Source: an optimization exercise on an open RTL-to-GDS flow (aim: small area, a short achievable clock period and few clock cycles). Production flows keep margins and buffers that such runs may drop. At most, simulation tests tie the RTL to the original design; equivalence was not proved. For run 1, only the layout was checked, not whether the RTL still works. Power and IR drop assume default switching activity.

==> design/flow/design.v <==
module top_arrhythmia #(parameter BITSIZE = 16) (
    input wire  clk,
    input wire  reset,
    input wire  [BITSIZE*10-1:0]   x,
    output wire [BITSIZE*6-1:0]    out_intermediate,
    output wire [BITSIZE*1-1:0] out_zvar,
    output wire [BITSIZE*1-1:0] out_zmean,
    output wire [BITSIZE*1-1:0] out_sampling,
    output wire [BITSIZE*6-1:0]    out_hidden_classifier,
    output wire [BITSIZE*2-1:0]    y,
    output wire done_flag_out
);
    reg [5:0] tr;
    reg       done;
    reg [24:0] osel;
    function [24:0] srcdec(input [5:0] t);
        begin
            srcdec = 25'd0;
            case (t)
                6'd0: srcdec[0] = 1'b1;
                6'd1: srcdec[1] = 1'b1;
                6'd2: srcdec[2] = 1'b1;
                6'd3: srcdec[3] = 1'b1;
                6'd4: srcdec[4] = 1'b1;
                6'd5: srcdec[5] = 1'b1;
                6'd6: srcdec[6] = 1'b1;
                6'd7: srcdec[7] = 1'b1;
                6'd8: srcdec[8] = 1'b1;
                6'd9: srcdec[9] = 1'b1;
                6'd10: srcdec[0] = 1'b1;
                6'd11: srcdec[1] = 1'b1;
                6'd12: srcdec[2] = 1'b1;
                6'd13: srcdec[3] = 1'b1;
                6'd14: srcdec[4] = 1'b1;
                6'd15: srcdec[5] = 1'b1;
                6'd16: srcdec[6] = 1'b1;
                6'd17: srcdec[7] = 1'b1;
                6'd18: srcdec[8] = 1'b1;
                6'd19: srcdec[9] = 1'b1;
                6'd20: srcdec[0] = 1'b1;
                6'd21: srcdec[1] = 1'b1;
                6'd22: srcdec[2] = 1'b1;
                6'd23: srcdec[3] = 1'b1;
                6'd24: srcdec[4] = 1'b1;
                6'd25: srcdec[5] = 1'b1;
                6'd26: srcdec[6] = 1'b1;
                6'd27: srcdec[7] = 1'b1;
                6'd28: srcdec[8] = 1'b1;
                6'd29: srcdec[9] = 1'b1;
                6'd30: srcdec[10] = 1'b1;
                6'd31: srcdec[11] = 1'b1;
                6'd32: srcdec[12] = 1'b1;
                6'd33: srcdec[13] = 1'b1;
                6'd34: srcdec[14] = 1'b1;
                6'd35: srcdec[15] = 1'b1;
                6'd38: srcdec[23] = 1'b1;
                6'd39: srcdec[22] = 1'b1;
                6'd40: srcdec[22] = 1'b1;
                6'd41: srcdec[24] = 1'b1;
                6'd42: srcdec[20] = 1'b1;
                6'd43: srcdec[19] = 1'b1;
                6'd44: srcdec[18] = 1'b1;
                6'd45: srcdec[17] = 1'b1;
                6'd46: srcdec[16] = 1'b1;
                default: ;
            endcase
        end
    endfunction
    reg preload, acc_en, ylast, zwe, h1we0, h1we1, h1we2, h3we0, h3we1, h3we2;
    reg [7:0] bsel;    
    function [7:0] bdec(input [5:0] t);
        begin
            bdec = {t == 6'd43, t == 6'd42, t == 6'd41, t == 6'd40, t == 6'd32, t == 6'd22, t == 6'd12, t == 6'd2};
        end
    endfunction
    function [9:0] ctldec(input [5:0] t);
        begin
            ctldec = {t == 6'd2 | t == 6'd12 | t == 6'd22 | t == 6'd32 | t == 6'd40 | t == 6'd41 | t == 6'd42 | t == 6'd43,
                      (t >= 6'd2) && (t <= 6'd49),
                      t == 6'd49, t == 6'd38,
                      t == 6'd12, t == 6'd22, t == 6'd32,
                      t == 6'd41, t == 6'd42, t == 6'd43};
        end
    endfunction
    always @(posedge clk or posedge reset) begin
        if (reset) begin
            tr   <= 6'd1;
            done <= 1'b0;
            osel <= srcdec(6'd1);
            {preload, acc_en, ylast, zwe, h1we0, h1we1, h1we2, h3we0, h3we1, h3we2} <= ctldec(6'd1);
            bsel <= bdec(6'd1);
        end else if (!done) begin
            tr   <= tr + 6'd1;
            osel <= srcdec(tr + 6'd1);
            {preload, acc_en, ylast, zwe, h1we0, h1we1, h1we2, h3we0, h3we1, h3we2} <= ctldec(tr + 6'd1);
            bsel <= bdec(tr + 6'd1);
            if (tr == 6'd49) done <= 1'b1;
        end
    end
    assign done_flag_out = done;
    reg [14:0] h1_0, h1_1, h1_2, h1_3, h1_4, h1_5;
    reg [14:0] h3_0, h3_1, h3_2, h3_3, h3_4, h3_5;
    reg [15:0] zmean_r, zvar_r;
    reg        zsign_r;
    reg [15:0] accA, accB;
    reg        accfA, accfB;
    wire [15:0] vA, vB;
    wire        sA, sB;
    wire [14:0] mA, mB, rA, rB;
    wire [15:0] opa_n =
        ({16{osel[0]}} & x[0 +: 16]) |
        ({16{osel[1]}} & x[16 +: 16]) |
        ({16{osel[2]}} & x[32 +: 16]) |
        ({16{osel[3]}} & x[48 +: 16]) |
        ({16{osel[4]}} & x[64 +: 16]) |
        ({16{osel[5]}} & x[80 +: 16]) |
        ({16{osel[6]}} & x[96 +: 16]) |
        ({16{osel[7]}} & x[112 +: 16]) |
        ({16{osel[8]}} & x[128 +: 16]) |
        ({16{osel[9]}} & x[144 +: 16]) |
        ({16{osel[10]}} & {1'b0, h1_0}) |
        ({16{osel[11]}} & {1'b0, h1_1}) |
        ({16{osel[12]}} & {1'b0, h1_2}) |
        ({16{osel[13]}} & {1'b0, h1_3}) |
        ({16{osel[14]}} & {1'b0, h1_4}) |
        ({16{osel[15]}} & {1'b0, h1_5}) |
        ({16{osel[16]}} & {1'b0, h3_0}) |
        ({16{osel[17]}} & {1'b0, h3_1}) |
        ({16{osel[18]}} & {1'b0, h3_2}) |
        ({16{osel[19]}} & {1'b0, h3_3}) |
        ({16{osel[20]}} & {1'b0, h3_4}) |
        ({16{osel[21]}} & {1'b0, h3_5}) |
        ({16{osel[22]}} & zmean_r) |
        ({16{osel[23]}} & {sA, mA}) |
        ({16{osel[24]}} & {1'b0, rA});
    reg [21:0] romA_sel;
    always @(*) begin
        case (tr)
            6'd0: romA_sel = 22'h0507b0;
            6'd1: romA_sel = 22'h071c06;
            6'd2: romA_sel = 22'h015780;
            6'd3: romA_sel = 22'h010a08;
            6'd4: romA_sel = 22'h010700;
            6'd5: romA_sel = 22'h050da4;
            6'd6: romA_sel = 22'h02508c;
            6'd7: romA_sel = 22'h041900;
            6'd8: romA_sel = 22'h030426;
            6'd9: romA_sel = 22'h251319;
            6'd10: romA_sel = 22'h021108;
            6'd11: romA_sel = 22'h045980;
            6'd12: romA_sel = 22'h049096;
            6'd13: romA_sel = 22'h021208;
            6'd14: romA_sel = 22'h210600;
            6'd15: romA_sel = 22'h028492;
            6'd16: romA_sel = 22'h059b09;
            6'd17: romA_sel = 22'h08a525;
            6'd18: romA_sel = 22'h2543b8;
            6'd19: romA_sel = 22'h04c7b0;
            6'd20: romA_sel = 22'h004082;
            6'd21: romA_sel = 22'h00c988;
            6'd22: romA_sel = 22'h235584;
            6'd23: romA_sel = 22'h049114;
            6'd24: romA_sel = 22'h200101;
            6'd25: romA_sel = 22'h065c82;
            6'd26: romA_sel = 22'h268d25;
            6'd27: romA_sel = 22'h0aeba8;
            6'd28: romA_sel = 22'h28ad20;
            6'd29: romA_sel = 22'h009b80;
            6'd30: romA_sel = 22'h201004;
            6'd31: romA_sel = 22'h206180;
            6'd32: romA_sel = 22'h0246a0;
            6'd33: romA_sel = 22'h227b88;
            6'd34: romA_sel = 22'h202c01;
            6'd35: romA_sel = 22'h2cbf80;
            6'd38: romA_sel = 22'h2306a0;
            6'd39: romA_sel = 22'h02910d;
            6'd40: romA_sel = 22'h043901;
            6'd41: romA_sel = 22'h282621;
            6'd42: romA_sel = 22'h248c23;
            6'd43: romA_sel = 22'h219780;
            6'd44: romA_sel = 22'h046390;
            6'd45: romA_sel = 22'h0a3610;
            6'd46: romA_sel = 22'h22920b;
            default: romA_sel = 22'h000000;
        endcase
    end
    reg [21:0] romB_sel;
    always @(*) begin
        case (tr)
            6'd0: romB_sel = 22'h041012;
            6'd1: romB_sel = 22'h249496;
            6'd2: romB_sel = 22'h000601;
            6'd3: romB_sel = 22'h025580;
            6'd4: romB_sel = 22'h2a2d21;
            6'd5: romB_sel = 22'h008807;
            6'd6: romB_sel = 22'h01d380;
            6'd7: romB_sel = 22'h22cf80;
            6'd8: romB_sel = 22'h241a02;
            6'd9: romB_sel = 22'h005280;
            6'd10: romB_sel = 22'h02409c;
            6'd11: romB_sel = 22'h211780;
            6'd12: romB_sel = 22'h0440b2;
            6'd13: romB_sel = 22'h20d988;
            6'd14: romB_sel = 22'h015a8a;
            6'd15: romB_sel = 22'h22180a;
            6'd16: romB_sel = 22'h069c07;
            6'd17: romB_sel = 22'h200001;
            6'd18: romB_sel = 22'h22890d;
            6'd19: romB_sel = 22'h02080a;
            6'd20: romB_sel = 22'h218b08;
            6'd21: romB_sel = 22'h0448a4;
            6'd22: romB_sel = 22'h250aa0;
            6'd23: romB_sel = 22'h035584;
            6'd24: romB_sel = 22'h051298;
            6'd25: romB_sel = 22'h20dd80;
            6'd26: romB_sel = 22'h029388;
            6'd27: romB_sel = 22'h240434;
            6'd28: romB_sel = 22'h05529a;
            6'd29: romB_sel = 22'h045e82;
            6'd30: romB_sel = 22'h241cc0;
            6'd31: romB_sel = 22'h2b3711;
            6'd32: romB_sel = 22'h213a09;
            6'd33: romB_sel = 22'h22100a;
            6'd34: romB_sel = 22'h29aba8;
            6'd35: romB_sel = 22'h01408e;
            6'd38: romB_sel = 22'h28f380;
            6'd39: romB_sel = 22'h0ab780;
            6'd40: romB_sel = 22'h2aa0be;
            6'd41: romB_sel = 22'h05cba0;
            6'd42: romB_sel = 22'h01cb88;
            6'd43: romB_sel = 22'h22001a;
            6'd44: romB_sel = 22'h22822b;
            6'd45: romB_sel = 22'h231600;
            6'd46: romB_sel = 22'h028721;
            default: romB_sel = 22'h000000;
        endcase
    end
    reg [15:0] opa;
    reg [21:0] romA, romB;
    always @(posedge clk) begin
        opa  <= reset ? x[15:0] : opa_n;
        romA <= reset ? 22'h0507b0 : romA_sel;
        romB <= reset ? 22'h041012 : romB_sel;
    end
    wire [29:0] svA_n, cvA_n, svB_n, cvB_n;
    booth_pp ppA (.m(opa[14:0]), .r(romA[20:0]), .sv(svA_n), .cv(cvA_n));
    booth_pp ppB (.m(opa[14:0]), .r(romB[20:0]), .sv(svB_n), .cv(cvB_n));
    reg [29:0] svA, cvA, svB, cvB;
    reg        sgA2, sgB2;
    always @(posedge clk) begin
        svA <= svA_n; cvA <= cvA_n;
        svB <= svB_n; cvB <= cvB_n;
        sgA2 <= opa[15] ^ romA[21];
        sgB2 <= opa[15] ^ romB[21];
    end
    wire [15:0] qA_n, qB_n;
    booth_fin finA (.sv(svA), .cv(cvA), .sg(sgA2), .q(qA_n));
    booth_fin finB (.sv(svB), .cv(cvB), .sg(sgB2), .q(qB_n));
    reg [15:0] qA, qB;
    reg        qcA, qcB;
    always @(posedge clk) begin
        qA <= qA_n;
        qB <= qB_n;
        qcA <= sgA2;
        qcB <= sgB2;
    end
    wire [15:0] biasA = ({16{bsel[0]}} & 16'h05e4) |
        ({16{bsel[1]}} & 16'hff75) |
        ({16{bsel[2]}} & 16'hffb8) |
        ({16{bsel[3]}} & 16'hffbb) |
        ({16{bsel[4]}} & 16'h014c) |
        ({16{bsel[5]}} & 16'hfe27) |
        ({16{bsel[6]}} & 16'h0511) |
        ({16{bsel[7]}} & 16'h04f3);
    wire biasA_s = bsel[1] | bsel[2] | bsel[3] | bsel[5];
    wire [15:0] biasB = ({16{bsel[0]}} & 16'hff89) |
        ({16{bsel[1]}} & 16'hfec6) |
        ({16{bsel[2]}} & 16'hfdf5) |
        ({16{bsel[3]}} & 16'he6b6) |
        ({16{bsel[4]}} & 16'h0205) |
        ({16{bsel[5]}} & 16'h03b6) |
        ({16{bsel[6]}} & 16'h019d) |
        ({16{bsel[7]}} & 16'hfb0d);
    wire biasB_s = bsel[0] | bsel[1] | bsel[2] | bsel[3] | bsel[7];
    sat_acc accuA (.acc(accA), .accf(accfA), .q(qA), .qc(qcA), .v(vA), .s(sA), .mag(mA), .relu(rA));
    sat_acc accuB (.acc(accB), .accf(accfB), .q(qB), .qc(qcB), .v(vB), .s(sB), .mag(mB), .relu(rB));
    always @(posedge clk) begin
        if (reset) begin
            accA <= 16'h0000; accB <= 16'h0000; accfA <= 1'b0; accfB <= 1'b0;
            zmean_r <= 16'h0000; zvar_r <= 16'h0000; zsign_r <= 1'b0;
            h1_0 <= 15'd0; h1_1 <= 15'd0; h1_2 <= 15'd0; h1_3 <= 15'd0; h1_4 <= 15'd0; h1_5 <= 15'd0;
            h3_0 <= 15'd0; h3_1 <= 15'd0; h3_2 <= 15'd0; h3_3 <= 15'd0; h3_4 <= 15'd0; h3_5 <= 15'd0;
        end else begin
            if (acc_en) begin
                accA  <= preload ? biasA : ylast ? {sA, mA} : vA;
                accB  <= preload ? biasB : ylast ? {sB, mB} : vB;
                accfA <= preload ? biasA_s : sA;
                accfB <= preload ? biasB_s : sB;
            end
            if (h1we0) begin h1_0 <= rA; h1_1 <= rB; end
            if (h1we1) begin h1_2 <= rA; h1_3 <= rB; end
            if (h1we2) begin h1_4 <= rA; h1_5 <= rB; end
            if (zwe) begin
                zmean_r <= {sA, mA};
                zsign_r <= vA[15];
                zvar_r  <= {sB, mB};
            end
            if (h3we0) begin h3_5 <= rA; h3_4 <= rB; end
            if (h3we1) begin h3_3 <= rA; h3_2 <= rB; end
            if (h3we2) begin h3_1 <= rA; h3_0 <= rB; end
        end
    end
    assign out_intermediate = {1'b0, h1_5, 1'b0, h1_4, 1'b0, h1_3, 1'b0, h1_2, 1'b0, h1_1, 1'b0, h1_0};
    assign out_hidden_classifier = {1'b0, h3_5, 1'b0, h3_4, 1'b0, h3_3, 1'b0, h3_2, 1'b0, h3_1, 1'b0, h3_0};
    assign out_zmean = zmean_r;
    assign out_zvar = zvar_r;
    assign out_sampling = {zsign_r, zmean_r[14:0]};
    assign y = {accA, accB};
endmodule
module booth_pp (
    input  wire [14:0] m,
    input  wire [20:0] r,
    output wire [29:0] sv,
    output wire [29:0] cv
);
    wire [6:0] ng  = r[20:14];
    wire [6:0] one = r[13:7];
    wire [6:0] two = r[6:0];
    wire [16:0] x0 = (({17{one[0]}} & {2'b00, m}) | ({17{two[0]}} & {1'b0, m, 1'b0})) ^ {17{ng[0]}};
    wire [16:0] x1 = (({17{one[1]}} & {2'b00, m}) | ({17{two[1]}} & {1'b0, m, 1'b0})) ^ {17{ng[1]}};
    wire [16:0] x2 = (({17{one[2]}} & {2'b00, m}) | ({17{two[2]}} & {1'b0, m, 1'b0})) ^ {17{ng[2]}};
    wire [16:0] x3 = (({17{one[3]}} & {2'b00, m}) | ({17{two[3]}} & {1'b0, m, 1'b0})) ^ {17{ng[3]}};
    wire [16:0] x4 = (({17{one[4]}} & {2'b00, m}) | ({17{two[4]}} & {1'b0, m, 1'b0})) ^ {17{ng[4]}};
    wire [16:0] x5 = (({17{one[5]}} & {2'b00, m}) | ({17{two[5]}} & {1'b0, m, 1'b0})) ^ {17{ng[5]}};
    wire [15:0] x6 = ({16{one[6]}} & {1'b0, m}) | ({16{two[6]}} & {m, 1'b0});
    wire w1 = x0[10] ^ x1[8];
    wire w2 = x0[10] & x1[8];
    wire w3 = x0[11] ^ x1[9];
    wire w4 = x0[11] & x1[9];
    wire w5 = x0[12] ^ x1[10] ^ x2[8];
    wire w6 = (x0[12] & x1[10]) | (x0[12] & x2[8]) | (x1[10] & x2[8]);
    wire w7 = x0[13] ^ x1[11] ^ x2[9];
    wire w8 = (x0[13] & x1[11]) | (x0[13] & x2[9]) | (x1[11] & x2[9]);
    wire w9 = x0[14] ^ x1[12] ^ x2[10];
    wire w10 = (x0[14] & x1[12]) | (x0[14] & x2[10]) | (x1[12] & x2[10]);
    wire w11 = x0[15] ^ x1[13] ^ x2[11];
    wire w12 = (x0[15] & x1[13]) | (x0[15] & x2[11]) | (x1[13] & x2[11]);
    wire w13 = ~x0[16] ^ x1[14] ^ x2[12];
    wire w14 = (~x0[16] & x1[14]) | (~x0[16] & x2[12]) | (x1[14] & x2[12]);
    wire w15 = x3[10] ^ x4[8];
    wire w16 = x3[10] & x4[8];
    wire w17 = x1[15] ^ x2[13] ^ x3[11];
    wire w18 = (x1[15] & x2[13]) | (x1[15] & x3[11]) | (x2[13] & x3[11]);
    wire w19 = x4[9] ^ x5[7];
    wire w20 = x4[9] & x5[7];
    wire w21 = ~x1[16] ^ x2[14] ^ x3[12];
    wire w22 = (~x1[16] & x2[14]) | (~x1[16] & x3[12]) | (x2[14] & x3[12]);
    wire w23 = x2[15] ^ x3[13];
    wire w24 = x2[15] & x3[13];
    wire w25 = x0[6] ^ x1[4];
    wire w26 = x0[6] & x1[4];
    wire w27 = x0[7] ^ x1[5];
    wire w28 = x0[7] & x1[5];
    wire w29 = x0[8] ^ x1[6] ^ x2[4];
    wire w30 = (x0[8] & x1[6]) | (x0[8] & x2[4]) | (x1[6] & x2[4]);
    wire w31 = x3[2] ^ x4[0];
    wire w32 = x3[2] & x4[0];
    wire w33 = x0[9] ^ x1[7] ^ x2[5];
    wire w34 = (x0[9] & x1[7]) | (x0[9] & x2[5]) | (x1[7] & x2[5]);
    wire w35 = x3[3] ^ x4[1];
    wire w36 = x3[3] & x4[1];
    wire w37 = w1 ^ x2[6] ^ x3[4];
    wire w38 = (w1 & x2[6]) | (w1 & x3[4]) | (x2[6] & x3[4]);
    wire w39 = x4[2] ^ x5[0] ^ ng[5];
    wire w40 = (x4[2] & x5[0]) | (x4[2] & ng[5]) | (x5[0] & ng[5]);
    wire w41 = w2 ^ w3 ^ x2[7];
    wire w42 = (w2 & w3) | (w2 & x2[7]) | (w3 & x2[7]);
    wire w43 = x3[5] ^ x4[3] ^ x5[1];
    wire w44 = (x3[5] & x4[3]) | (x3[5] & x5[1]) | (x4[3] & x5[1]);
    wire w45 = w4 ^ w5 ^ x3[6];
    wire w46 = (w4 & w5) | (w4 & x3[6]) | (w5 & x3[6]);
    wire w47 = x4[4] ^ x5[2] ^ x6[0];
    wire w48 = (x4[4] & x5[2]) | (x4[4] & x6[0]) | (x5[2] & x6[0]);
    wire w49 = w6 ^ w7 ^ x3[7];
    wire w50 = (w6 & w7) | (w6 & x3[7]) | (w7 & x3[7]);
    wire w51 = x4[5] ^ x5[3] ^ x6[1];
    wire w52 = (x4[5] & x5[3]) | (x4[5] & x6[1]) | (x5[3] & x6[1]);
    wire w53 = w8 ^ w9 ^ x3[8];
    wire w54 = (w8 & w9) | (w8 & x3[8]) | (w9 & x3[8]);
    wire w55 = x4[6] ^ x5[4] ^ x6[2];
    wire w56 = (x4[6] & x5[4]) | (x4[6] & x6[2]) | (x5[4] & x6[2]);
    wire w57 = w10 ^ w11 ^ x3[9];
    wire w58 = (w10 & w11) | (w10 & x3[9]) | (w11 & x3[9]);
    wire w59 = x4[7] ^ x5[5] ^ x6[3];
    wire w60 = (x4[7] & x5[5]) | (x4[7] & x6[3]) | (x5[5] & x6[3]);
    wire w61 = w12 ^ w13 ^ w15;
    wire w62 = (w12 & w13) | (w12 & w15) | (w13 & w15);
    wire w63 = x5[6] ^ x6[4] ^ 1'b1;
    wire w64 = (x5[6] & x6[4]) | (x5[6] & 1'b1) | (x6[4] & 1'b1);
    wire w65 = w14 ^ w16 ^ w17;
    wire w66 = (w14 & w16) | (w14 & w17) | (w16 & w17);
    wire w67 = w19 ^ x6[5] ^ 1'b1;
    wire w68 = (w19 & x6[5]) | (w19 & 1'b1) | (x6[5] & 1'b1);
    wire w69 = w18 ^ w20 ^ w21;
    wire w70 = (w18 & w20) | (w18 & w21) | (w20 & w21);
    wire w71 = x4[10] ^ x5[8] ^ x6[6];
    wire w72 = (x4[10] & x5[8]) | (x4[10] & x6[6]) | (x5[8] & x6[6]);
    wire w73 = w22 ^ w23 ^ x4[11];
    wire w74 = (w22 & w23) | (w22 & x4[11]) | (w23 & x4[11]);
    wire w75 = x5[9] ^ x6[7] ^ 1'b1;
    wire w76 = (x5[9] & x6[7]) | (x5[9] & 1'b1) | (x6[7] & 1'b1);
    wire w77 = w24 ^ ~x2[16] ^ x3[14];
    wire w78 = (w24 & ~x2[16]) | (w24 & x3[14]) | (~x2[16] & x3[14]);
    wire w79 = x4[12] ^ x5[10] ^ x6[8];
    wire w80 = (x4[12] & x5[10]) | (x4[12] & x6[8]) | (x5[10] & x6[8]);
    wire w81 = x3[15] ^ x4[13] ^ x5[11];
    wire w82 = (x3[15] & x4[13]) | (x3[15] & x5[11]) | (x4[13] & x5[11]);
    wire w83 = x6[9] ^ 1'b1;
    wire w84 = x6[9] & 1'b1;
    wire w85 = ~x3[16] ^ x4[14] ^ x5[12];
    wire w86 = (~x3[16] & x4[14]) | (~x3[16] & x5[12]) | (x4[14] & x5[12]);
    wire w87 = x4[15] ^ x5[13];
    wire w88 = x4[15] & x5[13];
    wire w89 = x0[4] ^ x1[2];
    wire w90 = x0[4] & x1[2];
    wire w91 = x0[5] ^ x1[3];
    wire w92 = x0[5] & x1[3];
    wire w93 = w25 ^ x2[2] ^ x3[0];
    wire w94 = (w25 & x2[2]) | (w25 & x3[0]) | (x2[2] & x3[0]);
    wire w95 = w26 ^ w27 ^ x2[3];
    wire w96 = (w26 & w27) | (w26 & x2[3]) | (w27 & x2[3]);
    wire w97 = w28 ^ w29 ^ w31;
    wire w98 = (w28 & w29) | (w28 & w31) | (w29 & w31);
    wire w99 = w30 ^ w32 ^ w33;
    wire w100 = (w30 & w32) | (w30 & w33) | (w32 & w33);
    wire w101 = w34 ^ w36 ^ w37;
    wire w102 = (w34 & w36) | (w34 & w37) | (w36 & w37);
    wire w103 = w38 ^ w40 ^ w41;
    wire w104 = (w38 & w40) | (w38 & w41) | (w40 & w41);
    wire w105 = w42 ^ w44 ^ w45;
    wire w106 = (w42 & w44) | (w42 & w45) | (w44 & w45);
    wire w107 = w46 ^ w48 ^ w49;
    wire w108 = (w46 & w48) | (w46 & w49) | (w48 & w49);
    wire w109 = w50 ^ w52 ^ w53;
    wire w110 = (w50 & w52) | (w50 & w53) | (w52 & w53);
    wire w111 = w54 ^ w56 ^ w57;
    wire w112 = (w54 & w56) | (w54 & w57) | (w56 & w57);
    wire w113 = w58 ^ w60 ^ w61;
    wire w114 = (w58 & w60) | (w58 & w61) | (w60 & w61);
    wire w115 = w62 ^ w64 ^ w65;
    wire w116 = (w62 & w64) | (w62 & w65) | (w64 & w65);
    wire w117 = w66 ^ w68 ^ w69;
    wire w118 = (w66 & w68) | (w66 & w69) | (w68 & w69);
    wire w119 = w70 ^ w72 ^ w73;
    wire w120 = (w70 & w72) | (w70 & w73) | (w72 & w73);
    wire w121 = w74 ^ w76 ^ w77;
    wire w122 = (w74 & w76) | (w74 & w77) | (w76 & w77);
    wire w123 = w78 ^ w80 ^ w81;
    wire w124 = (w78 & w80) | (w78 & w81) | (w80 & w81);
    wire w125 = w82 ^ w84 ^ w85;
    wire w126 = (w82 & w84) | (w82 & w85) | (w84 & w85);
    wire w127 = w86 ^ w87 ^ x6[11];
    wire w128 = (w86 & w87) | (w86 & x6[11]) | (w87 & x6[11]);
    wire w129 = w88 ^ ~x4[16] ^ x5[14];
    wire w130 = (w88 & ~x4[16]) | (w88 & x5[14]) | (~x4[16] & x5[14]);
    wire w131 = x5[15] ^ x6[13];
    wire w132 = x5[15] & x6[13];
    wire w133 = x0[2] ^ x1[0];
    wire w134 = x0[2] & x1[0];
    wire w135 = x0[3] ^ x1[1];
    wire w136 = x0[3] & x1[1];
    wire w137 = w89 ^ x2[0] ^ ng[2];
    wire w138 = (w89 & x2[0]) | (w89 & ng[2]) | (x2[0] & ng[2]);
    wire w139 = w90 ^ w91 ^ x2[1];
    wire w140 = (w90 & w91) | (w90 & x2[1]) | (w91 & x2[1]);
    wire w141 = w92 ^ w93 ^ ng[3];
    wire w142 = (w92 & w93) | (w92 & ng[3]) | (w93 & ng[3]);
    wire w143 = w94 ^ w95 ^ x3[1];
    wire w144 = (w94 & w95) | (w94 & x3[1]) | (w95 & x3[1]);
    wire w145 = w96 ^ w97 ^ ng[4];
    wire w146 = (w96 & w97) | (w96 & ng[4]) | (w97 & ng[4]);
    wire w147 = w98 ^ w99 ^ w35;
    wire w148 = (w98 & w99) | (w98 & w35) | (w99 & w35);
    wire w149 = w100 ^ w101 ^ w39;
    wire w150 = (w100 & w101) | (w100 & w39) | (w101 & w39);
    wire w151 = w102 ^ w103 ^ w43;
    wire w152 = (w102 & w103) | (w102 & w43) | (w103 & w43);
    wire w153 = w104 ^ w105 ^ w47;
    wire w154 = (w104 & w105) | (w104 & w47) | (w105 & w47);
    wire w155 = w106 ^ w107 ^ w51;
    wire w156 = (w106 & w107) | (w106 & w51) | (w107 & w51);
    wire w157 = w108 ^ w109 ^ w55;
    wire w158 = (w108 & w109) | (w108 & w55) | (w109 & w55);
    wire w159 = w110 ^ w111 ^ w59;
    wire w160 = (w110 & w111) | (w110 & w59) | (w111 & w59);
    wire w161 = w112 ^ w113 ^ w63;
    wire w162 = (w112 & w113) | (w112 & w63) | (w113 & w63);
    wire w163 = w114 ^ w115 ^ w67;
    wire w164 = (w114 & w115) | (w114 & w67) | (w115 & w67);
    wire w165 = w116 ^ w117 ^ w71;
    wire w166 = (w116 & w117) | (w116 & w71) | (w117 & w71);
    wire w167 = w118 ^ w119 ^ w75;
    wire w168 = (w118 & w119) | (w118 & w75) | (w119 & w75);
    wire w169 = w120 ^ w121 ^ w79;
    wire w170 = (w120 & w121) | (w120 & w79) | (w121 & w79);
    wire w171 = w122 ^ w123 ^ w83;
    wire w172 = (w122 & w123) | (w122 & w83) | (w123 & w83);
    wire w173 = w124 ^ w125 ^ x6[10];
    wire w174 = (w124 & w125) | (w124 & x6[10]) | (w125 & x6[10]);
    wire w175 = w126 ^ w127 ^ 1'b1;
    wire w176 = (w126 & w127) | (w126 & 1'b1) | (w127 & 1'b1);
    wire w177 = w128 ^ w129 ^ x6[12];
    wire w178 = (w128 & w129) | (w128 & x6[12]) | (w129 & x6[12]);
    wire w179 = w130 ^ w131 ^ 1'b1;
    wire w180 = (w130 & w131) | (w130 & 1'b1) | (w131 & 1'b1);
    wire w181 = w132 ^ ~x5[16] ^ x6[14];
    wire w182 = (w132 & ~x5[16]) | (w132 & x6[14]) | (~x5[16] & x6[14]);
    wire w183 = x6[15] ^ 1'b1;
    wire w184 = x6[15] & 1'b1;
    assign sv[0] = x0[0];
    assign cv[0] = ng[0];
    assign sv[1] = x0[1];
    assign cv[1] = 1'b0;
    assign sv[2] = w133;
    assign cv[2] = ng[1];
    assign sv[3] = w134;
    assign cv[3] = w135;
    assign sv[4] = w136;
    assign cv[4] = w137;
    assign sv[5] = w138;
    assign cv[5] = w139;
    assign sv[6] = w140;
    assign cv[6] = w141;
    assign sv[7] = w142;
    assign cv[7] = w143;
    assign sv[8] = w144;
    assign cv[8] = w145;
    assign sv[9] = w146;
    assign cv[9] = w147;
    assign sv[10] = w148;
    assign cv[10] = w149;
    assign sv[11] = w150;
    assign cv[11] = w151;
    assign sv[12] = w152;
    assign cv[12] = w153;
    assign sv[13] = w154;
    assign cv[13] = w155;
    assign sv[14] = w156;
    assign cv[14] = w157;
    assign sv[15] = w158;
    assign cv[15] = w159;
    assign sv[16] = w160;
    assign cv[16] = w161;
    assign sv[17] = w162;
    assign cv[17] = w163;
    assign sv[18] = w164;
    assign cv[18] = w165;
    assign sv[19] = w166;
    assign cv[19] = w167;
    assign sv[20] = w168;
    assign cv[20] = w169;
    assign sv[21] = w170;
    assign cv[21] = w171;
    assign sv[22] = w172;
    assign cv[22] = w173;
    assign sv[23] = w174;
    assign cv[23] = w175;
    assign sv[24] = w176;
    assign cv[24] = w177;
    assign sv[25] = w178;
    assign cv[25] = w179;
    assign sv[26] = w180;
    assign cv[26] = w181;
    assign sv[27] = w182;
    assign cv[27] = w183;
    assign sv[28] = w184;
    assign cv[28] = 1'b1;
    assign sv[29] = 1'b1;
    assign cv[29] = 1'b0;
endmodule
module booth_fin (
    input  wire [29:0] sv,
    input  wire [29:0] cv,
    input  wire        sg,
    output wire [15:0] q
);
    wire [29:0] p = sv + cv;
    wire [15:0] qs = (|p[29:26]) ? 16'h7fff : {1'b0, p[25:11]};
    assign q = qs ^ {16{sg}};
endmodule
module sat_acc (
    input  wire [15:0] acc,
    input  wire        accf,
    input  wire [15:0] q,
    input  wire        qc,
    output wire [15:0] v,
    output wire        s,
    output wire [14:0] mag,
    output wire [14:0] relu
);
    wire [16:0] a17 = {acc[15], acc};
    wire [16:0] b17 = {q[15], q};
    wire [16:0] sum = a17 + b17 + {16'd0, qc};
    wire [16:0] nsum = ~a17 + ~b17 + {16'd0, ~qc} + 17'd1;
    wire [16:0] ax = a17 ^ b17;
    wire [16:0] ao = {a17[15:0] | b17[15:0], 1'b0};
    wire zero  = qc ? (&ax) : (ax == ao);
    wire zlow  = qc ? (&ax[14:0]) : (ax[14:0] == ao[14:0]);
    wire pos_ovf = ~sum[16] & sum[15];
    wire neg_ovf = sum[16] & (~sum[15] | zlow);
    assign v = pos_ovf ? 16'h7fff : neg_ovf ? 16'h8001 : sum[15:0];
    assign s = zero ? accf : sum[16];
    wire big = sum[16] ? nsum[15] : sum[15];
    assign mag  = big ? 15'h7fff : sum[16] ? nsum[14:0] : sum[14:0];
    assign relu = sum[16] ? 15'd0 : sum[15] ? 15'h7fff : sum[14:0];
endmodule
==> design/flow/flow/run.sh <==
#!/bin/bash
# The standard layout (standard synthesis, floorplan, placement, CTS,
# routing) with two changes to how it is made; the SDC, the synthesis and
# every other step are the standard flow's own:
#  - ORFS's setup repair aims at a shorter period than the constraint's:
#    repair_timing gets a setup margin of flow/margin ns;
#  - the port buffers that buffer_ports inserts on every input and output
#    are sky130_fd_sc_hd__buf_1 (resized later as timing needs).
set -euo pipefail
export SETUP_SLACK_MARGIN=$(cat flow/margin)
export BUFFER_PORTS_ARGS="-buffer_cell sky130_fd_sc_hd__buf_1"
bash standard.sh > flow_standard.log 2>&1
==> design/flow/flow/margin <==
8.3
==> design/flow/standard.sh <==
#!/bin/bash
# synth_recipe.tcl (not shown) runs the flow's synth.tcl, then flattens the netlist and writes it again
# the make line also repeats each setting of config.mk as NAME=value (left out here)
make -C /OpenROAD-flow-scripts/flow DESIGN_CONFIG=/design/flow/config.mk WORK_HOME=/design/flow/orfs CLKGATE_MAP_FILE= SYNTH_SCRIPT=/design/flow/synth_recipe.tcl "${@:-finish}"
==> design/flow/config.mk <==
export PLATFORM = sky130hd
export DESIGN_NAME = top_arrhythmia
export DESIGN_NICKNAME = top_arrhythmia
export VERILOG_FILES = /design/flow/design.v
export SDC_FILE = /design/flow/constraint.sdc
export NUM_CORES = 4
export LEC_CHECK = 0
export ABC_CLOCK_PERIOD_IN_PS = 3000
export CAP_MARGIN = 20
export CORE_MARGIN = 2
export CORE_UTILIZATION = 40
export PLACE_DENSITY = 0.6
export SLEW_MARGIN = 20
==> design/flow/constraint.sdc <==
create_clock -name core_clock -period 12.0 [get_ports {clk}]
set_input_delay 2.4000 -clock core_clock [delete_from_list [all_inputs] [get_ports {clk}]]
set_output_delay 2.4000 -clock core_clock [all_outputs]
set_load 0.01 [all_outputs]
==> results of run 1 <==
==> cell type report <==
cell class / instances / area [µm²]
clock buffer: 76 / 1580
clock inverter: 25 / 364
sequential: 491 / 10200
timing repair buffer: 527 / 2630
fill: 8423 / 45300
inverter: 283 / 1070
multi-input combinational: 2879 / 22400
tap: 1144 / 1430
antenna: 6 / 15.0
==> layout by cell type (no fill, tap or decap), drive strengths merged, types with 12 or more instances in the layout <==
master	instances
buf	513
dfxtp	448
nor2	427
inv	274
a22oi	252
xnor2	251
nand2	245
a21oi	214
mux2i	208
ha	204
o21ai	147
fa	136
clkbuf	90
xor2	75
nor3	52
nand4	49
a21o	48
a221oi	48
a22o	45
a211oi	42
dfrtp	41
nand3	33
a31oi	32
and2	26
clkinv	23
nor2b	22
o21a	21
o31ai	21
a2bb2oi	16
a222oi	15
a311oi	15
a2111oi	15
nand2b	14
nor4	14
o22ai	14
o211ai	13
and3	12
conb	12
==> cell families (layout without fill, tap and decap cells) <==
group,count (synthesis),count (layout),synth area share [%]
other cells,1,18,0.0109
mux,213,213,6.24
compound gates,1053,1053,21.4
simple gates,931,931,11.9
flops,491,491,29.3
buf+inv,624,911,7.21
xor+xnor,326,326,8.33
fa+ha+maj,344,344,15.5
==> worst reg2reg max path, cell delays in order, from the launching register on <==
cell       delay [ns]
dfxtp_4          0.36
inv_2            0.06
fa_2             0.22
inv_2            0.05
fa_2             0.40
a21o_1           0.17
a21o_1           0.19
a2111oi_4        0.42
o31a_1           0.28
o2111ai_4        0.18
buf_12           0.20
nor3b_1          0.13
a311o_2          0.43
or2_4            0.29
a21oi_2          0.13
o21ai_1          0.08
==> synthesized netlist by cell type, types with 52 or more instances <==
| cell type | instances |
|---|---|
| dfxtp_1 | 448 |
| nor2_1 | 426 |
| inv_1 | 270 |
| clkbuf_1 | 261 |
| a22oi_1 | 252 |
| xnor2_1 | 251 |
| nand2_1 | 245 |
| a21oi_1 | 212 |
| mux2i_1 | 208 |
| ha_1 | 204 |
| o21ai_0 | 146 |
| fa_1 | 136 |
| xor2_1 | 75 |
| nor3_1 | 52 |
==> state kept, by name, summed over array words and instances, names as in the netlist, 20 cells and up <==
register / cells
svA: 28
cvA: 26
romA: 20
svB: 29
romB: 21
osel: 24
cvB: 27
==> worst max path at each step <==
stage	from	end	slack (ns)	depth (start not counted)
floorplan	reset	h1_3[0]	8.40	5
global placement	reset	opa[3]	6.77	7
detailed placement	reset	opa[2]	6.77	7
CTS	accA[0]	accA[10]	8.23	14
global route	accA[0]	accA[12]	8.13	15
finish	qA[15]	accA[4]	8.24	15
==> metrics by stage <==
stage	utilization, %	hold slack (ns)	area (µm²)
after floorplan	-	0.329	34300
after CTS	46.0	0.430	39100
after detailed placement	42.9	0.420	36500
after global placement	42.9	0.410	36500
after global routing	46.7	0.452	39700
final	46.7	0.431	39700
==> power by group through the flow <==
| stage | registers, W | clock network [W] | logic, W |
|---|---|---|---|
| floorplan | 0.00198 | 0 | 0.00339 |
| global placement | 0.00206 | 0 | 0.00507 |
| detailed placement | 0.00206 | 0 | 0.00507 |
| CTS | 0.00203 | 0.00183 | 0.00548 |
| global route | 0.00205 | 0.00189 | 0.00644 |
| finish | 0.00203 | 0.00181 | 0.00607 |
==> metal layers <==
layer  vias to the layer above  wire, µm  GRT usage (%)
met1                     16000     63000           46.0
met2                      1891     61700           47.2
met5                         -        48              0
met4                         8      6080           11.9
met3                       333     17900           9.78
li1                      14500         -              -
==> timing repair <==
| action | CTS | global route |
|---|---|---|
| buffers inserted | 15 | 20 |
| pin swaps | 5 | 31 |
| resized for setup | 208 | 128 |
| endpoints found under the setup margin | 405 | 263 |
| hold buffers | 0 | 0 |
==> flow_summary.toml, run 1 <==
[clocking]
clock_path_buffers = 3
cts_max_level = 2
numCtsBuffers = 56
cts.sinks = 491
cts_root_buf = "clkbuf_16"
cts_tree = "done"
clk_latency_ns = 0.67
clk_pin_slew_worst_paths_ns = 0.07

[floorplanning]
die_h_um = 297
row_count = 107
die_x_um = 297
num_io_pins = 435
start_util_pct = 40.3
coreArea_mm2 = 0.0850
dieArea_mm2 = 0.0880

[grt]
grt_usage_pct = 32.8
grt_pass1_wl_um = 212000
grt_overflow = 0
grt_start_max_net_pins = 108
grt_antenna_before_repair = 12
grt_pass1_vias = 30000

[worst_setup_path]
end_kind = "flip-flop"
r2r_end = "accA[4]"
r2r_slack_ns = 8.24
max_stage_delay_ns = 0.43
criticalPathCategory = "reg -> reg"
critical-path-slowest-cell = "a311o_2"
path_max_fanout = 6
worst-path-buf-inv = 3
crit_path_start_kind = "flip-flop"
r2r_cells = 15
crit_arrival_ns = 4.26
cp_top_family = "compound AO/OA/AOI/OAI gates"
cp.required_ns = 12.49
crit_chain = "inv_2 -> fa_2 -> inv_2 -> fa_2 -> a21o_1 -> a21o_1 -> a2111oi_4 -> o31a_1 -> o2111ai_4 -> buf_12 -> nor3b_1 -> a311o_2 -> or2_4 -> a21oi_2 -> o21ai_1"
reg2reg_from = "qA[15]"

[logic_synthesis]
synth_top_area_cell = "dfxtp_1"
syn_inst = 3983
ys_seq_elements = 491
async_flop_share_pct = 8.76
ys_types = 86
synth_top_area_share_pct = 26.2
yosysSeqAreaShare_pct = 29.3
synth_area_per_cell_um2 = 8.60
synthTopCellsByArea = "dfxtp_1 26%, fa_1 7.9%, ha_1 7.5%, xnor2_1 6.4%, mux2i_1 6.1%"
ys_warn_count = 1
synth_enable_flop_cells = 0
synth_area_mm2 = 0.0343
ys.flop_type = "dfxtp_1"

[pwr]
power_frac_clock_pct = 18.2
internal_power_w = 0.00511
comb_power_share_pct = 61.2
switching_share_pct = 48.4
ir_drop_v = 0.000201
p_total_w = 0.00991
seq_power_share_pct = 20.5
leakagePower_nw = 15.6
p_switching_w = 0.00480
p_per_area_mw_per_mm2 = 250

[placement]
dp_hpwl_um = 111000
portBuffers = 422
post-place-ws_ns = 6.77
gp_congestion = 1.06
dp.cells = 5289

[routing]
drc = 0
drt_iter0_markers = 4338
ant_nets = 0
num_vias = 32700
via_per_inst = 6.03
drt_pass1_iterations = 7
wirelength_um = 149000
routedWlPerCell_um = 27.4

[timing]
period_minus_slack_ns = 3.76
setup_viol = 0
setup_tns_ns = 0
fin_crit_sh_pct = 31.4
finalClockSkew_ns = 0.0688
slew_headroom_pct = 15.7
hold_viol_final = 0
setup_ws_ns = 8.24
rsz0062_at_grt = "true"
timing.fmax_ghz = 0.266
worst_pin_slew_ns = 1.26
drv_slew = 0

[layout]
stdcell_count = 5431
drive_gt1_share_pct = 11.1
nNetsFinal = 4740
synthToLayoutAreaGrowth_pct = 15.9

[hold_path]
hold_class = "reg -> reg"
min_path_cells = 1
min_to = "sgA2"
worstHoldStart = "romA[21]"

[outcome]
status = "timing/DRC/antenna clean"

[run]
maxCapViolCount = 0
==> inputs of run 2 (changes only) <==
--- a/design/flow/design.v
+++ b/design/flow/design.v
@@ -242,20 +242,22 @@
         romA <= reset ? 22'h0507b0 : romA_sel;
         romB <= reset ? 22'h041012 : romB_sel;
     end
-    wire [29:0] svA_n, cvA_n, svB_n, cvB_n;
-    booth_pp ppA (.m(opa[14:0]), .r(romA[20:0]), .sv(svA_n), .cv(cvA_n));
-    booth_pp ppB (.m(opa[14:0]), .r(romB[20:0]), .sv(svB_n), .cv(cvB_n));
-    reg [29:0] svA, cvA, svB, cvB;
+    wire [29:11] svA_n, cvA_n, svB_n, cvB_n;
+    wire        clA_n, clB_n;
+    booth_pp ppA (.m(opa[14:0]), .r(romA[20:0]), .sv(svA_n), .cv(cvA_n), .cl(clA_n));
+    booth_pp ppB (.m(opa[14:0]), .r(romB[20:0]), .sv(svB_n), .cv(cvB_n), .cl(clB_n));
+    reg [29:11] svA, cvA, svB, cvB;
+    reg         clA, clB;
     reg        sgA2, sgB2;
     always @(posedge clk) begin
-        svA <= svA_n; cvA <= cvA_n;
-        svB <= svB_n; cvB <= cvB_n;
+        svA <= svA_n; cvA <= cvA_n; clA <= clA_n;
+        svB <= svB_n; cvB <= cvB_n; clB <= clB_n;
         sgA2 <= opa[15] ^ romA[21];
         sgB2 <= opa[15] ^ romB[21];
     end
     wire [15:0] qA_n, qB_n;
-    booth_fin finA (.sv(svA), .cv(cvA), .sg(sgA2), .q(qA_n));
-    booth_fin finB (.sv(svB), .cv(cvB), .sg(sgB2), .q(qB_n));
+    booth_fin finA (.sv(svA), .cv(cvA), .cl(clA), .sg(sgA2), .q(qA_n));
+    booth_fin finB (.sv(svB), .cv(cvB), .cl(clB), .sg(sgB2), .q(qB_n));
     reg [15:0] qA, qB;
     reg        qcA, qcB;
     always @(posedge clk) begin
@@ -320,8 +322,9 @@
 module booth_pp (
     input  wire [14:0] m,
     input  wire [20:0] r,
-    output wire [29:0] sv,
-    output wire [29:0] cv
+    output wire [29:11] sv,
+    output wire [29:11] cv,
+    output wire        cl
 );
     wire [6:0] ng  = r[20:14];
     wire [6:0] one = r[13:7];
@@ -517,28 +520,29 @@
     wire w182 = (w132 & ~x5[16]) | (w132 & x6[14]) | (~x5[16] & x6[14]);
     wire w183 = x6[15] ^ 1'b1;
     wire w184 = x6[15] & 1'b1;
-    assign sv[0] = x0[0];
-    assign cv[0] = ng[0];
-    assign sv[1] = x0[1];
-    assign cv[1] = 1'b0;
-    assign sv[2] = w133;
-    assign cv[2] = ng[1];
-    assign sv[3] = w134;
-    assign cv[3] = w135;
-    assign sv[4] = w136;
-    assign cv[4] = w137;
-    assign sv[5] = w138;
-    assign cv[5] = w139;
-    assign sv[6] = w140;
-    assign cv[6] = w141;
-    assign sv[7] = w142;
-    assign cv[7] = w143;
-    assign sv[8] = w144;
-    assign cv[8] = w145;
-    assign sv[9] = w146;
-    assign cv[9] = w147;
-    assign sv[10] = w148;
-    assign cv[10] = w149;
+    wire [10:0] sl, cvl;
+    assign sl[0] = x0[0];
+    assign cvl[0] = ng[0];
+    assign sl[1] = x0[1];
+    assign cvl[1] = 1'b0;
+    assign sl[2] = w133;
+    assign cvl[2] = ng[1];
+    assign sl[3] = w134;
+    assign cvl[3] = w135;
+    assign sl[4] = w136;
+    assign cvl[4] = w137;
+    assign sl[5] = w138;
+    assign cvl[5] = w139;
+    assign sl[6] = w140;
+    assign cvl[6] = w141;
+    assign sl[7] = w142;
+    assign cvl[7] = w143;
+    assign sl[8] = w144;
+    assign cvl[8] = w145;
+    assign sl[9] = w146;
+    assign cvl[9] = w147;
+    assign sl[10] = w148;
+    assign cvl[10] = w149;
     assign sv[11] = w150;
     assign cv[11] = w151;
     assign sv[12] = w152;
@@ -577,14 +581,110 @@
     assign cv[28] = 1'b1;
     assign sv[29] = 1'b1;
     assign cv[29] = 1'b0;
+    wire [10:0] g0 = sl & cvl;
+    wire [10:0] p0 = sl | cvl;
+    wire [10:0] g1, p1;
+    assign g1[0] = g0[0];
+    assign p1[0] = p0[0];
+    assign g1[1] = g0[1] | (p0[1] & g0[0]);
+    assign p1[1] = p0[1] & p0[0];
+    assign g1[2] = g0[2] | (p0[2] & g0[1]);
+    assign p1[2] = p0[2] & p0[1];
+    assign g1[3] = g0[3] | (p0[3] & g0[2]);
+    assign p1[3] = p0[3] & p0[2];
+    assign g1[4] = g0[4] | (p0[4] & g0[3]);
+    assign p1[4] = p0[4] & p0[3];
+    assign g1[5] = g0[5] | (p0[5] & g0[4]);
+    assign p1[5] = p0[5] & p0[4];
+    assign g1[6] = g0[6] | (p0[6] & g0[5]);
+    assign p1[6] = p0[6] & p0[5];
+    assign g1[7] = g0[7] | (p0[7] & g0[6]);
+    assign p1[7] = p0[7] & p0[6];
+    assign g1[8] = g0[8] | (p0[8] & g0[7]);
+    assign p1[8] = p0[8] & p0[7];
+    assign g1[9] = g0[9] | (p0[9] & g0[8]);
+    assign p1[9] = p0[9] & p0[8];
+    assign g1[10] = g0[10] | (p0[10] & g0[9]);
+    assign p1[10] = p0[10] & p0[9];
+    wire [10:0] g2, p2;
+    assign g2[0] = g1[0];
+    assign p2[0] = p1[0];
+    assign g2[1] = g1[1];
+    assign p2[1] = p1[1];
+    assign g2[2] = g1[2] | (p1[2] & g1[0]);
+    assign p2[2] = p1[2] & p1[0];
+    assign g2[3] = g1[3] | (p1[3] & g1[1]);
+    assign p2[3] = p1[3] & p1[1];
+    assign g2[4] = g1[4] | (p1[4] & g1[2]);
+    assign p2[4] = p1[4] & p1[2];
+    assign g2[5] = g1[5] | (p1[5] & g1[3]);
+    assign p2[5] = p1[5] & p1[3];
+    assign g2[6] = g1[6] | (p1[6] & g1[4]);
+    assign p2[6] = p1[6] & p1[4];
+    assign g2[7] = g1[7] | (p1[7] & g1[5]);
+    assign p2[7] = p1[7] & p1[5];
+    assign g2[8] = g1[8] | (p1[8] & g1[6]);
+    assign p2[8] = p1[8] & p1[6];
+    assign g2[9] = g1[9] | (p1[9] & g1[7]);
+    assign p2[9] = p1[9] & p1[7];
+    assign g2[10] = g1[10] | (p1[10] & g1[8]);
+    assign p2[10] = p1[10] & p1[8];
+    wire [10:0] g3, p3;
+    assign g3[0] = g2[0];
+    assign p3[0] = p2[0];
+    assign g3[1] = g2[1];
+    assign p3[1] = p2[1];
+    assign g3[2] = g2[2];
+    assign p3[2] = p2[2];
+    assign g3[3] = g2[3];
+    assign p3[3] = p2[3];
+    assign g3[4] = g2[4] | (p2[4] & g2[0]);
+    assign p3[4] = p2[4] & p2[0];
+    assign g3[5] = g2[5] | (p2[5] & g2[1]);
+    assign p3[5] = p2[5] & p2[1];
+    assign g3[6] = g2[6] | (p2[6] & g2[2]);
+    assign p3[6] = p2[6] & p2[2];
+    assign g3[7] = g2[7] | (p2[7] & g2[3]);
+    assign p3[7] = p2[7] & p2[3];
+    assign g3[8] = g2[8] | (p2[8] & g2[4]);
+    assign p3[8] = p2[8] & p2[4];
+    assign g3[9] = g2[9] | (p2[9] & g2[5]);
+    assign p3[9] = p2[9] & p2[5];
+    assign g3[10] = g2[10] | (p2[10] & g2[6]);
+    assign p3[10] = p2[10] & p2[6];
+    wire [10:0] g4, p4;
+    assign g4[0] = g3[0];
+    assign p4[0] = p3[0];
+    assign g4[1] = g3[1];
+    assign p4[1] = p3[1];
+    assign g4[2] = g3[2];
+    assign p4[2] = p3[2];
+    assign g4[3] = g3[3];
+    assign p4[3] = p3[3];
+    assign g4[4] = g3[4];
+    assign p4[4] = p3[4];
+    assign g4[5] = g3[5];
+    assign p4[5] = p3[5];
+    assign g4[6] = g3[6];
+    assign p4[6] = p3[6];
+    assign g4[7] = g3[7];
+    assign p4[7] = p3[7];
+    assign g4[8] = g3[8] | (p3[8] & g3[0]);
+    assign p4[8] = p3[8] & p3[0];
+    assign g4[9] = g3[9] | (p3[9] & g3[1]);
+    assign p4[9] = p3[9] & p3[1];
+    assign g4[10] = g3[10] | (p3[10] & g3[2]);
+    assign p4[10] = p3[10] & p3[2];
+    assign cl = g4[10];
 endmodule
 module booth_fin (
-    input  wire [29:0] sv,
-    input  wire [29:0] cv,
+    input  wire [29:11] sv,
+    input  wire [29:11] cv,
+    input  wire        cl,
     input  wire        sg,
     output wire [15:0] q
 );
-    wire [29:0] p = sv + cv;
+    wire [29:11] p = sv + cv + {18'd0, cl};
     wire [15:0] qs = (|p[29:26]) ? 16'h7fff : {1'b0, p[25:11]};
     assign q = qs ^ {16{sg}};
 endmodule
--- a/design/flow/config.mk
+++ b/design/flow/config.mk
@@ -5,7 +5,7 @@
 export SDC_FILE = /design/flow/constraint.sdc
 export NUM_CORES = 4
 export LEC_CHECK = 0
-export ABC_CLOCK_PERIOD_IN_PS = 3000
+export ABC_CLOCK_PERIOD_IN_PS = 4500
 export CAP_MARGIN = 20
 export CORE_MARGIN = 2
 export CORE_UTILIZATION = 40
==> run 2 against run 1 <==
Net effect: clock-buffer cell count fell by 1; core utilization fell by 0.56 points; critical path depth fell by 14; setup slack improved by 0.036 ns; first-iteration DRC count rose by 8.5%; cell count rose by 1.1%; critical path type is now reg -> out; critical endpoint is now out_intermediate[70]; highest routed layer unchanged.
==> flow_summary.toml, run 2 <==
[timing]
slew_headroom_pct = 28.6
period_minus_slack_ns = 3.73
timing.fmax_ghz = 0.268
worst_pin_slew_ns = 1.06
setup_viol = 0
finalClockSkew_ns = 0.0411
rsz0062_at_grt = "true"
hold_viol_final = 0
setup_tns_ns = 0
fin_crit_sh_pct = 31.1
drv_slew = 0

[floorplanning]
die_x_um = 296
die_h_um = 296
dieArea_mm2 = 0.0877
row_count = 107
num_io_pins = 435
coreArea_mm2 = 0.0849
start_util_pct = 40.2

[layout]
synthToLayoutAreaGrowth_pct = 14.7
n_fill_cell = 8428
final_cell_mix = "389 x buf_1, 371 x nor2_1, 340 x dfxtp_1"
final_common_cell = "buf_1"
nNetsFinal = 4781
layout.area.seq_mm2 = 0.00938
multi_input_area_mm2 = 0.0227
drive_gt1_share_pct = 10.2
reg_top3 = "osel: 24 flops, romB: 21 flops, romA: 20 flops"
top_register = "osel"
largest_reg_flops = 24

[clocking]
cts_max_level = 2
numCtsBuffers = 52
clk_pin_slew_worst_paths_ns = 0.06
clk_latency_ns = 0.64
cts.sinks = 451
cts_hold_buf = 0
cts_root_buf = "clkbuf_16"
cts_tree = "done"
clock_path_buffers = 3

[grt]
grt_start_max_net_pins = 137
grt_pass1_wl_um = 214000
grt_overflow = 0
grt_antenna_before_repair = 12
grt_pass1_vias = 31000
grt_usage_pct = 32.9

[worst_setup_path]
path_max_fanout = 3
crit_path_start_kind = "flip-flop"
end_kind = "output pin"
critical-path-slowest-cell = "dfxtp_1"
max_stage_delay_ns = 0.48
crit_arrival_ns = 1.33
criticalPathCategory = "reg -> out"
crit_chain = "buf_2"
cp.required_ns = 9.60
worst-path-buf-inv = 1
cp_top_family = "flip-flops"

[placement]
portBuffers = 422
dp_hpwl_um = 112000
gp_congestion = 1.04

[logic_synthesis]
synthTopCellsByArea = "dfxtp_1 24%, fa_1 8.2%, ha_1 6.7%, xnor2_1 6.3%, a22oi_1 6.0%"
synth_enable_flop_cells = 0
ys.flop_type = "dfxtp_1"
synth_area_mm2 = 0.0341
netlist_top_cells_count = "408 x dfxtp_1, 373 x nor2_1, 291 x inv_1, 272 x a22oi_1, 249 x nand2_1"
yosysSeqAreaShare_pct = 27.1
async_flop_share_pct = 9.53
ys_seq_elements = 451
synth_area_per_cell_um2 = 8.46
ys_types = 106
yosysMostFrequentCell = "dfxtp_1"
synth_top_area_share_pct = 23.9
syn_inst = 4034
synth_top_area_cell = "dfxtp_1"
ys_warn_count = 1

[routing]
drt_pass1_iterations = 7
wirelength_um = 152000
drc = 0
routedWlPerCell_um = 27.7
via_per_inst = 6.20
num_vias = 34000
drt_iter0_markers = 4705
ant_nets = 0

[pwr]
p_per_area_mw_per_mm2 = 257
ir_drop_v = 0.000253
p_total_w = 0.0101
leakagePower_nw = 14.9

[outcome]
status = "timing/DRC/antenna clean"

[run]
maxCapViolCount = 0

[hold_path]
hold_class = "reg -> reg"
## run 2: changes by cell type after synthesis, moves of 14 or more
cell / previous run / this run
o21a_1: 21 / 38
inv_1: 270 / 291
a21oi_1: 212 / 242
a22oi_1: 252 / 272
o211ai_1: 13 / 44
nand2b_1: 14 / 48
dfxtp_1: 448 / 408
mux2i_1: 208 / 184
clkbuf_1: 261 / 244
xor2_1: 75 / 61
nor2_1: 426 / 373
nand3_1: 33 / 65
a21o_1: 48 / 22
ha_1: 204 / 184
## run 2: timing repair
| item | CTS | global route |
|---|---|---|
| setup endpoints to repair | 235 | 137 |
| pin swaps | 2 | 11 |
| gates resized for setup | 120 | 101 |
| cloned | 1 | 6 |
| buffers inserted | 9 | 19 |
## run 2: final cells by class
cell class	count	share of cell area [%]
Inverter	301	2.90
Sequential cell	451	24.0
Clock inverter	19	0.725
Multi-Input combinational cell	2950	57.9
Timing Repair Buffer	539	7.02
Clock buffer	75	3.82
Antenna cell	10	0.0639
Tap cell	1144	3.65
## run 2: final timing paths
path | start | to | slack, ns | depth (start not counted)
worst max register to register | accB[1] | zvar_r[6] | 8.33 | 12
worst min-delay path | zvar_r[10] | zvar_r[10] | 0.47 | 2
worst max-delay path | h1_4[6] | out_intermediate[70] | 8.27 | 1
max in group asynchronous | reset | bsel[1] | 9.09 | 3
worst min register to register | zvar_r[10] | zvar_r[10] | 0.47 | 2
min in group asynchronous | reset | tr[5] | 2.10 | 2
## run 2: cell families (layout without fill, tap and decap cells)
group,after synthesis,after routing,synth area share (%)
AO/OA/AOI/OAI,1146,1146,23.7
AND/OR/NAND/NOR,960,961,12.8
buffers and inverters,645,934,7.62
flip-flops,451,451,27.1
adder cells (fa/ha/maj),332,332,15.2
XOR/XNOR,306,306,7.87
multiplexers,193,193,5.73
other,1,22,0.0110
## run 2: metal layers
layer,vias to the layer above,GRT usage [%],routed length (µm)
met5,-,1.11,333
met4,12,11.9,7030
met3,458,11.5,20600
met2,2312,47.5,62300
met1,16500,44.9,61900
li1,14800,-,-
## run 2: power by group
group | total (W) | leakage [nW] | switching (W) | internal [W]
Sequential | 0.00187 | 3.93 | 0.000171 | 0.00170
Combinational | 0.00650 | 10.1 | 0.00430 | 0.00221
Clock | 0.00169 | 0.856 | 0.000711 | 0.000979
## run 2: stage by stage
step           setup WS, ns  instances  util, %  cell area (µm²)  hold WS (ns)
2_1_floorplan          8.28       4045        -            34200         0.329
3_3_place_gp           7.16       5350     42.9            36400         0.457
3_5_place_dp           7.15       5350     42.9            36400         0.458
4_1_cts                8.26       5454     45.5            38600         0.473
5_1_grt                8.14       5481     46.1            39100         0.499
6_report               8.27       5489     46.1            39200         0.471
## run 2: worst reg2reg max path, cell delays in order (launching register included)
cell      delay [ns]
dfxtp_2         0.43
inv_1           0.07
ha_1            0.36
nor2b_1         0.18
o31a_1          0.29
o31ai_2         0.37
a21oi_1         0.22
a221o_2         0.55
nor2_4          0.20
buf_12          0.15
o21a_2          0.37
nor2_1          0.16
a211oi_1        0.24
Testbench counts of run 2, summed over its fixed seeds: cycles 60,000.
==> inputs of run 3 (changes only) <==
--- a/design/flow/config.mk
+++ b/design/flow/config.mk
@@ -5,7 +5,7 @@
 export SDC_FILE = /design/flow/constraint.sdc
 export NUM_CORES = 4
 export LEC_CHECK = 0
-export ABC_CLOCK_PERIOD_IN_PS = 4500
+export ABC_AREA = 1
 export CAP_MARGIN = 20
 export CORE_MARGIN = 2
 export CORE_UTILIZATION = 40
==> run 3 against run 2 <==
Net effect: still clean; sequential cell count unchanged; cell count increased by 14%; setup slack improved by 0.019 ns; register-to-register slack improved by 0.08 ns; sequential share of layout area increased by 0.078 points; sequential power about the same; clock-buffer cell count decreased by 3; largest power group unchanged.
==> flow_summary.toml, run 3 <==
[clocking]
cts_max_level = 2
clock_path_buffers = 3
cts_root_buf = "clkbuf_16"
cts_tree = "done"
clk_pin_slew_worst_paths_ns = 0.06
numCtsBuffers = 53
clk_latency_ns = 0.65
cts.sinks = 451

[hold_path]
hold_class = "reg -> reg"

[floorplanning]
dieArea_mm2 = 0.0881
die_x_um = 297
row_count = 107
start_util_pct = 40.3
die_h_um = 297
num_io_pins = 435
coreArea_mm2 = 0.0850

[routing]
drc = 0
ant_nets = 0
drt_iter0_markers = 3781
routedWlPerCell_um = 24.3
num_vias = 35600
drt_pass1_iterations = 6
via_per_inst = 5.68
wirelength_um = 152000

[worst_setup_path]
cp.required_ns = 9.60
critical-path-slowest-cell = "dfxtp_1"
end_kind = "output pin"
path_max_fanout = 3
crit_path_start_kind = "flip-flop"
cp_top_family = "flip-flops"
r2r_slack_ns = 8.41
crit_chain = "buf_1"
crit_arrival_ns = 1.31
worst-path-buf-inv = 1
max_stage_delay_ns = 0.36
criticalPathCategory = "reg -> out"

[logic_synthesis]
synthTopCellsByArea = "dfxtp_1 24%, nand2_1 11%, fa_1 8.2%, ha_1 6.7%, inv_1 6.6%"
synth-compound-area-share_pct = 19.6
yosysSeqAreaShare_pct = 27.0
yosysMostFrequentCell = "nand2_1"
synth_area_mm2 = 0.0343
async_flop_share_pct = 9.53
ys_seq_elements = 451
ys_warn_count = 1
synth-simple-area-share_pct = 20.7
synth_top_area_cell = "dfxtp_1"
syn_inst = 4812
netlist_top_cells_count = "970 x nand2_1, 605 x inv_1, 408 x dfxtp_1, 383 x o21ai_0, 381 x a21oi_1"
synth_top_family_by_area = "simple AND/OR/NAND/NOR gates"
ys_types = 70
synthXorXnorAreaFrac_pct = 6.62
synth_mux_area_share_pct = 0.0949
ys.flop_type = "dfxtp_1"
synth_enable_flop_cells = 0
synth_top_area_share_pct = 23.8
synth_area_per_cell_um2 = 7.13
synthAdderAreaFrac_pct = 15.0

[grt]
grt_pass1_wl_um = 222000
grt_antenna_before_repair = 5
grt_start_max_net_pins = 198
grt_usage_pct = 33.2
grt_overflow = 0
grt_pass1_vias = 33100

[placement]
gp_congestion = 1.03
portBuffers = 422
dp_hpwl_um = 117000
post_dp_cell_area_mm2 = 0.0364

[pwr]
leakagePower_nw = 18.1
p_per_area_mw_per_mm2 = 228
ir_drop_v = 0.000145

[timing]
rsz0062_at_grt = "true"
fin_crit_sh_pct = 30.9
setup_viol = 0
worst_pin_slew_ns = 1.13
slew_headroom_pct = 24.6
hold_viol_final = 0
period_minus_slack_ns = 3.71
finalClockSkew_ns = 0.0720
setup_tns_ns = 0
timing.fmax_ghz = 0.270
drv_slew = 0

[layout]
top_register = "osel"
synthToLayoutAreaGrowth_pct = 13.2
reg_top3 = "osel: 24 flops, romB: 21 flops, romA: 20 flops"
final_cell_mix = "967 x nand2_1, 596 x inv_1, 389 x buf_1"
largest_reg_flops = 24
drive_gt1_share_pct = 7.40
final_common_cell = "nand2_1"
nNetsFinal = 5564
finalInstanceArea_mm2 = 0.0388

[outcome]
status = "timing/DRC/antenna clean"

[run]
maxCapViolCount = 0
## run 3: worst paths after layout
path	start	cells after the start	to
max reg2reg	opa[14]	11	cvA[7]
min reg2reg	zvar_r[14]	2	zvar_r[14]
min in group asynchronous	reset	2	osel[24]
min	zvar_r[14]	2	zvar_r[14]
max in group asynchronous	reset	3	tr[0]
max	h3_0[4]	1	out_hidden_classifier[4]
## run 3: logic make-up after synthesis
kind of cell	after synthesis
AOI/OAI and AO/OA	1172
xor gates and xnor gates	257
adders and majority gates	328
buffers and inverters	949
DFF	451
muxes	3
other	1
and+or+nand+nor	1651
## run 3: final cells by class
type                       instances  area (µm²)
sequential                       451        9330
inverter                         639        2480
tap                             1144        1430
multi-input combinational       3423       21300
clock buffer                      72        1470
clock inverter                    27         347
antenna                            4        10.0
fill                            8879       46200
timing repair buffer             510        2410
## run 3: timing repair
action | 4_1_cts | 5_1_grt
setup endpoints to repair | 140 | 91
buffers inserted | 8 | 25
cloned | 1 | 1
hold buffers | 0 | 0
pin swaps | 0 | 5
gates resized for setup | 82 | 61
## run 3: routing by layer
metal / GRT usage [%] / vias to the layer above / wire length [µm]
li1: - / 16400 / -
met1: 44.4 / 16900 / 62600
met2: 51.2 / 1969 / 66200
met3: 6.99 / 376 / 14900
met4: 15.6 / 0 / 8730
met5: 0 / - / 0
## run 3: where the power goes
part / switching (W) / internal, W / total [W]
Clock: 0.000721 / 0.000977 / 0.00170
Sequential: 0.000168 / 0.00168 / 0.00185
Combinational: 0.00383 / 0.00148 / 0.00531
## run 3: worst register-to-register path, stage by stage, from the launching register on
cell and delay, ns:
dfxtp_1 0.34, buf_6 0.23, clkinvlp_4 0.31, o22ai_1 0.26, xor2_1 0.12, fa_1 0.49
inv_1 0.06, fa_1 0.54, inv_1 0.06, fa_1 0.53, inv_1 0.05, fa_1 0.46
## run 3: stage by stage
step	total power, W	util (%)	hold slack [ns]	cells	worst slack, ns
detailed placement	0.00699	42.8	0.475	6131	7.18
global route	0.00939	45.7	0.509	6268	8.23
floorplan	0.00526	-	0.329	4823	8.46
CTS	0.00871	45.2	0.489	6239	8.26
global placement	0.00699	42.8	0.468	6131	7.14
finish	0.00885	45.7	0.486	6270	8.29

[what the ideal ports hide]
In the flow no input, the clock included, has a driving cell. The finished layouts below were timed again as built, in two steps. Step 1 sets driving cells, clkbuf_16 on the clock port and buf_2 on the other inputs (assumed; they add their load-dependent delay and slew). Step 2 also shifts input and output timing later by t, the mid clock arrival at the registers, as if the neighbouring blocks saw the same clock. Slacks: no drivers / after step 1 / after step 2; pairs: no drivers / after step 1.
| run | t (ns) | slack for setup (ns) | hold WS [ns] |
|---|---|---|---|
| run 1 | 0.701 | 8.238 / 8.206 / 7.689 | 0.431 / 0.431 / 0.431 |
| run 2 | 0.687 | 8.274 / 8.206 / 7.739 | 0.471 / 0.471 / 0.471 |
| run 3 | 0.681 | 8.293 / 8.226 / 7.698 | 0.486 / 0.486 / 0.486 |
After both steps setup and hold are still met in every run listed. The setup slack of run 3, which loses most, moves by -0.067 ns with the drivers and by -0.595 ns with both steps.
